This is an optimization exercise on Yosys and OpenROAD, whose aim is small area, not a production implementation. Function was checked by simulation only, so behaviour that the tests miss may differ from the original. Power and IR drop assume default switching activity.

== lane 5 ==
## ospi_flash
module ospi_flash(
    input wire clk,
    output wire [7:0] OSPI_IO_out,
    output wire OSPI_IO_oe,
    input wire OSPI_CS,
    input wire reset_n,
    input wire write_enable,
    input wire read_enable,
    input wire erase_enable,
    input wire [7:0] data_in,
    input wire [23:0] address,
    output reg [7:0] data_out,
    input wire HOLD_N,
    input wire [1:0] mode
);
    reg hold_active;
    reg ph;                        
    reg [7:0] st [0:255];          
    wire [7:0] a = address[7:0];
    wire act = !hold_active && !OSPI_CS;
    wire we  = reset_n && act && (write_enable || erase_enable);
    wire [7:0] wdn = ~((erase_enable ? 8'hFF : data_in) ^ {8{ph}});
    wire [7:0] wd;
    genvar k;
    generate
        for (k = 0; k < 8; k = k + 1) begin : g_wd
            ospi_nand2 u_wd (.a(we), .b(wdn[k]), .y(wd[k]));
        end
    endgenerate
    wire [15:0] pa, pb;
    genvar i, j, b;
    generate
        for (i = 0; i < 16; i = i + 1) begin : g_pre
            assign pa[i] = (a[3:0] == i);
            assign pb[i] = (a[7:4] == i);
        end
    endgenerate
    wire wen = ~we;
    wire [255:0] sn, w;
    wire [7:0] nx [0:255];
    wire [7:0] hit [0:127];
    generate
        for (j = 0; j < 16; j = j + 1) begin : g_hi
            for (i = 0; i < 16; i = i + 1) begin : g_lo
                localparam integer R = 16 * j + i;
                ospi_nand2 u_sn (.a(pa[i]), .b(pb[j]), .y(sn[R]));
                ospi_nor2  u_w  (.a(sn[R]), .b(wen), .y(w[R]));
                for (b = 0; b < 8; b = b + 1) begin : g_bit
                    ospi_oai22 u_nx (.a1(st[R][b]), .a2(w[R]), .b1(wd[b]), .b2(sn[R]), .y(nx[R][b]));
                end
                always @(posedge clk)
                    st[R] <= nx[R];
            end
        end
        for (i = 0; i < 128; i = i + 1) begin : g_pair
            for (b = 0; b < 8; b = b + 1) begin : g_bit
                ospi_oai22 u_hit (.a1(st[2*i][b]), .a2(sn[2*i]), .b1(st[2*i+1][b]), .b2(sn[2*i+1]), .y(hit[i][b]));
            end
        end
    endgenerate
    wire [7:0] l2 [0:7];
    wire [7:0] l3 [0:3];
    wire [7:0] sel;
    generate
        for (b = 0; b < 8; b = b + 1) begin : g_or
            for (i = 0; i < 8; i = i + 1) begin : g_l2
  ...
==> module ospi_flash, before the edit <==
module ospi_flash(
    input wire clk,
    output wire [7:0] OSPI_IO_out,
    output wire OSPI_IO_oe,
    input wire OSPI_CS,
    input wire reset_n,
    input wire write_enable,
    input wire read_enable,
    input wire erase_enable,
    input wire [7:0] data_in,
    input wire [23:0] address,
    output reg [7:0] data_out,
    input wire HOLD_N,
    input wire [1:0] mode
);
    reg hold_active;
    reg ph;                        
    reg [7:0] st [0:255];          
    wire [7:0] a = address[7:0];
    wire act = !hold_active && !OSPI_CS;
    wire we  = reset_n && act && (write_enable || erase_enable);
    wire [7:0] wdn = ~((erase_enable ? 8'hFF : data_in) ^ {8{ph}});
    wire [7:0] wd;
    genvar k;
    generate
        for (k = 0; k < 8; k = k + 1) begin : g_wd
            ospi_nand2 u_wd (.a(we), .b(wdn[k]), .y(wd[k]));
        end
    endgenerate
    wire [15:0] pa, pb;
    genvar i, j, b;
    generate
        for (i = 0; i < 16; i = i + 1) begin : g_pre
            assign pa[i] = (a[3:0] == i);
            assign pb[i] = (a[7:4] == i);
        end
    endgenerate
    wire wen = ~we;
    wire [255:0] sn, w;
    wire [7:0] nx [0:255];
    wire [7:0] hit [0:127];
    generate
        for (j = 0; j < 16; j = j + 1) begin : g_hi
            for (i = 0; i < 16; i = i + 1) begin : g_lo
                localparam integer R = 16 * j + i;
                ospi_nand2 u_sn (.a(pa[i]), .b(pb[j]), .y(sn[R]));
                ospi_nor2  u_w  (.a(sn[R]), .b(wen), .y(w[R]));
                for (b = 0; b < 8; b = b + 1) begin : g_bit
                    ospi_oai22 u_nx (.a1(st[R][b]), .a2(w[R]), .b1(wd[b]), .b2(sn[R]), .y(nx[R][b]));
                end
                always @(posedge clk)
                    st[R] <= nx[R];
            end
        end
        for (i = 0; i < 128; i = i + 1) begin : g_pair
            for (b = 0; b < 8; b = b + 1) begin : g_bit
                ospi_oai22 u_hit (.a1(st[2*i][b]), .a2(sn[2*i]), .b1(st[2*i+1][b]), .b2(sn[2*i+1]), .y(hit[i][b]));
            end
        end
    endgenerate
    wire [7:0] l2 [0:7];
    wire [7:0] l3 [0:3];
    wire [7:0] sel;
    generate
        for (b = 0; b < 8; b = b + 1) begin : g_or
            for (i = 0; i < 8; i = i + 1) begin : g_l2
                ospi_or16 u (.x({hit[16*i+15][b], hit[16*i+14][b], hit[16*i+13][b], hit[16*i+12][b],
                                 hit[16*i+11][b], hit[16*i+10][b], hit[16*i+9][b],  hit[16*i+8][b],
                                 hit[16*i+7][b],  hit[16*i+6][b],  hit[16*i+5][b],  hit[16*i+4][b],
                                 hit[16*i+3][b],  hit[16*i+2][b],  hit[16*i+1][b],  hit[16*i][b]}),
                             .y(l2[i][b]));
            end
            for (i = 0; i < 4; i = i + 1) begin : g_l3
                ospi_nor2 u (.a(l2[2*i][b]), .b(l2[2*i+1][b]), .y(l3[i][b]));
            end
            ospi_nand4 u_l4 (.a(l3[0][b]), .b(l3[1][b]), .c(l3[2][b]), .d(l3[3][b]), .y(sel[b]));
        end
    endgenerate
    wire [7:0] d = sel ^ {8{~ph}};
    always @(posedge clk)
        ph <= ~ph;
    always @(posedge clk or negedge reset_n) begin
        if (!reset_n) begin
            data_out <= 8'hFF;
            hold_active <= 1'b0;
        end else begin
            hold_active <= !HOLD_N;
            if (act && read_enable)
                data_out <= d;
        end
    end
    assign OSPI_IO_oe = act && read_enable;
    wire [3:0] m;
    wire [7:0] p1 = {d[3:0], d[7:4]};
    wire [7:0] p2 = {d[1:0], d[3:2], d[5:4], d[7:6]};
    wire [7:0] p3 = {d[0], d[1], d[2], d[3], d[4], d[5], d[6], d[7]};
    generate
        for (i = 0; i < 4; i = i + 1) begin : g_mode
            assign m[i] = OSPI_IO_oe && (mode == i);
        end
        for (b = 0; b < 8; b = b + 1) begin : g_out
            ospi_ao4 u_o (.d({p3[b], p2[b], p1[b], d[b]}), .e(m), .y(OSPI_IO_out[b]));
        end
    endgenerate
endmodule
Settings: LEC_CHECK=0, CAP_MARGIN=25, CORE_MARGIN=2, CORE_UTILIZATION=80, CTS_BUF_LIST=sky130_fd_sc_hd__clkbuf_16, CTS_CLUSTER_DIAMETER=80, CTS_CLUSTER_SIZE=30, PLACE_DENSITY=0.9, SLEW_MARGIN=25, SYNTH_HIERARCHICAL=1, SYNTH_MINIMUM_KEEP_SIZE=0; clock period 14.0 ns.
standard.sh (not shown) runs the stock make flow with config.mk's settings and CLKGATE_MAP_FILE= SYNTH_SCRIPT=/design/flow/synth_recipe.tcl, a recipe that flattens the netlist after the stock synthesis.
==> flow/flow/run.sh <==
#!/bin/bash
# The standard layout, with two changes: port buffers use the smallest
# buffer cell, and clock tree synthesis inserts no dummy loads.
set -euo pipefail
export BUFFER_PORTS_ARGS="-buffer_cell sky130_fd_sc_hd__buf_1"
export CTS_ARGS="-sink_clustering_enable -repair_clock_nets -dont_use_dummy_load -buf_list sky130_fd_sc_hd__clkbuf_4 -sink_clustering_buffer sky130_fd_sc_hd__clkbuf_8 -sink_clustering_size 18 -sink_clustering_max_diameter 60"
bash standard.sh > standard.log 2>&1
## Diff of input files: lane 1 against lane 5
-- flow/design.v --
<<< lane 5, line 28
        end
    endgenerate
    wire [15:0] pa, pb;
    genvar i, j, b;
    generate
        for (i = 0; i < 16; i = i + 1) begin : g_pre
            assign pa[i] = (a[3:0] == i);
            assign pb[i] = (a[7:4] == i);
        end
    endgenerate
>>> lane 1, line 28
        end
    endgenerate
    wire [7:0] an = ~a;
    wire [15:0] pan, pbn, pa0, pa1, pb;
    genvar i, j, b;
    generate
        for (i = 0; i < 16; i = i + 1) begin : g_pre
            ospi_nand4 u_pan (.a(i & 1 ? a[0] : an[0]), .b(i & 2 ? a[1] : an[1]),
                              .c(i & 4 ? a[2] : an[2]), .d(i & 8 ? a[3] : an[3]), .y(pan[i]));
            ospi_nand4 u_pbn (.a(i & 1 ? a[4] : an[4]), .b(i & 2 ? a[5] : an[5]),
                              .c(i & 4 ? a[6] : an[6]), .d(i & 8 ? a[7] : an[7]), .y(pbn[i]));
            ospi_inv u_pa0 (.a(pan[i]), .y(pa0[i]));
            ospi_inv u_pa1 (.a(pan[i]), .y(pa1[i]));
            ospi_inv u_pb (.a(pbn[i]), .y(pb[i]));
        end
    endgenerate
<<< lane 5, line 44
            for (i = 0; i < 16; i = i + 1) begin : g_lo
                localparam integer R = 16 * j + i;
                ospi_nand2 u_sn (.a(pa[i]), .b(pb[j]), .y(sn[R]));
                ospi_nor2  u_w  (.a(sn[R]), .b(wen), .y(w[R]));
                for (b = 0; b < 8; b = b + 1) begin : g_bit
>>> lane 1, line 50
            for (i = 0; i < 16; i = i + 1) begin : g_lo
                localparam integer R = 16 * j + i;
                ospi_nand2 u_sn (.a(j < 8 ? pa0[i] : pa1[i]), .b(pb[j]), .y(sn[R]));
                ospi_nor2  u_w  (.a(sn[R]), .b(wen), .y(w[R]));
                for (b = 0; b < 8; b = b + 1) begin : g_bit
<<< lane 5, line 122
    assign y = |(d & e);
endmodule
>>> lane 1, line 128
    assign y = |(d & e);
endmodule
module ospi_inv(input wire a, output wire y);
    assign y = ~a;
endmodule
--- outcome ---
Side by side, worst-margin pin slew turned out lower in lane 1 than in lane 5.
In the reports for lane 1 and lane 5, the larger global-route usage belongs to lane 1.
Final cell count delta (lane 1 -> lane 5): insignificant
On total chip power, lane 1 tracks lane 5 almost exactly.
Total length of routed met3 wires for lane 1 is higher than for lane 5.
Diff lane 5 -> lane 1 | post-route fraction of the period consumed by the critical path | increase of 1.8 points
Core util | lane 1 vs lane 5 | lane 1 lower
Lane 1 ends up with a first-pass GRT wire length that is about 2% higher than in lane 5.
address[2] as the launch point of the critical path was reported by lane 5, and address[4] by lane 1.
Routed wire length (higher): lane 1
Lane 1 -> lane 5: multiplexer share of the synthesized area flat
Lane 1 ends up with lower fmax than lane 5 does.
Lane 1 against lane 5: post-route worst hold slack shrank by 3.1 ps, power density over cell area grew by 0.36%.

re-timing with driven ports:
The flow's constraints put no driver on any port. The routed layouts listed below were extracted and timed again, unchanged, in two steps. Step 1 (the two cells are an assumption about what drives the block):
set clk [get_ports {clk}]
set_driving_cell -lib_cell sky130_fd_sc_hd__clkbuf_16 $clk
set_driving_cell -lib_cell sky130_fd_sc_hd__buf_2 [delete_from_list [all_inputs] $clk]
Step 2 times the ports against the registers' clock, not the clock port: input delays grow and output delays shrink by t, the midpoint of the rising clock arrivals with the driver on. Three values: no drivers, after step 1, after step 2; two values: the first two.
run | t, ns | setup WS [ns] | worst setup path at the end
lane 5 | 1.062 | 3.463 / 3.408 / 3.408 | input to output
lane 1 | 1.137 | 3.209 / 3.097 / 3.097 | input to output
After both steps setup and hold are still met in every run listed. For lane 1, which loses most, drivers alone change the setup slack by -0.112 ns; drivers and shift together by -0.112 ns.
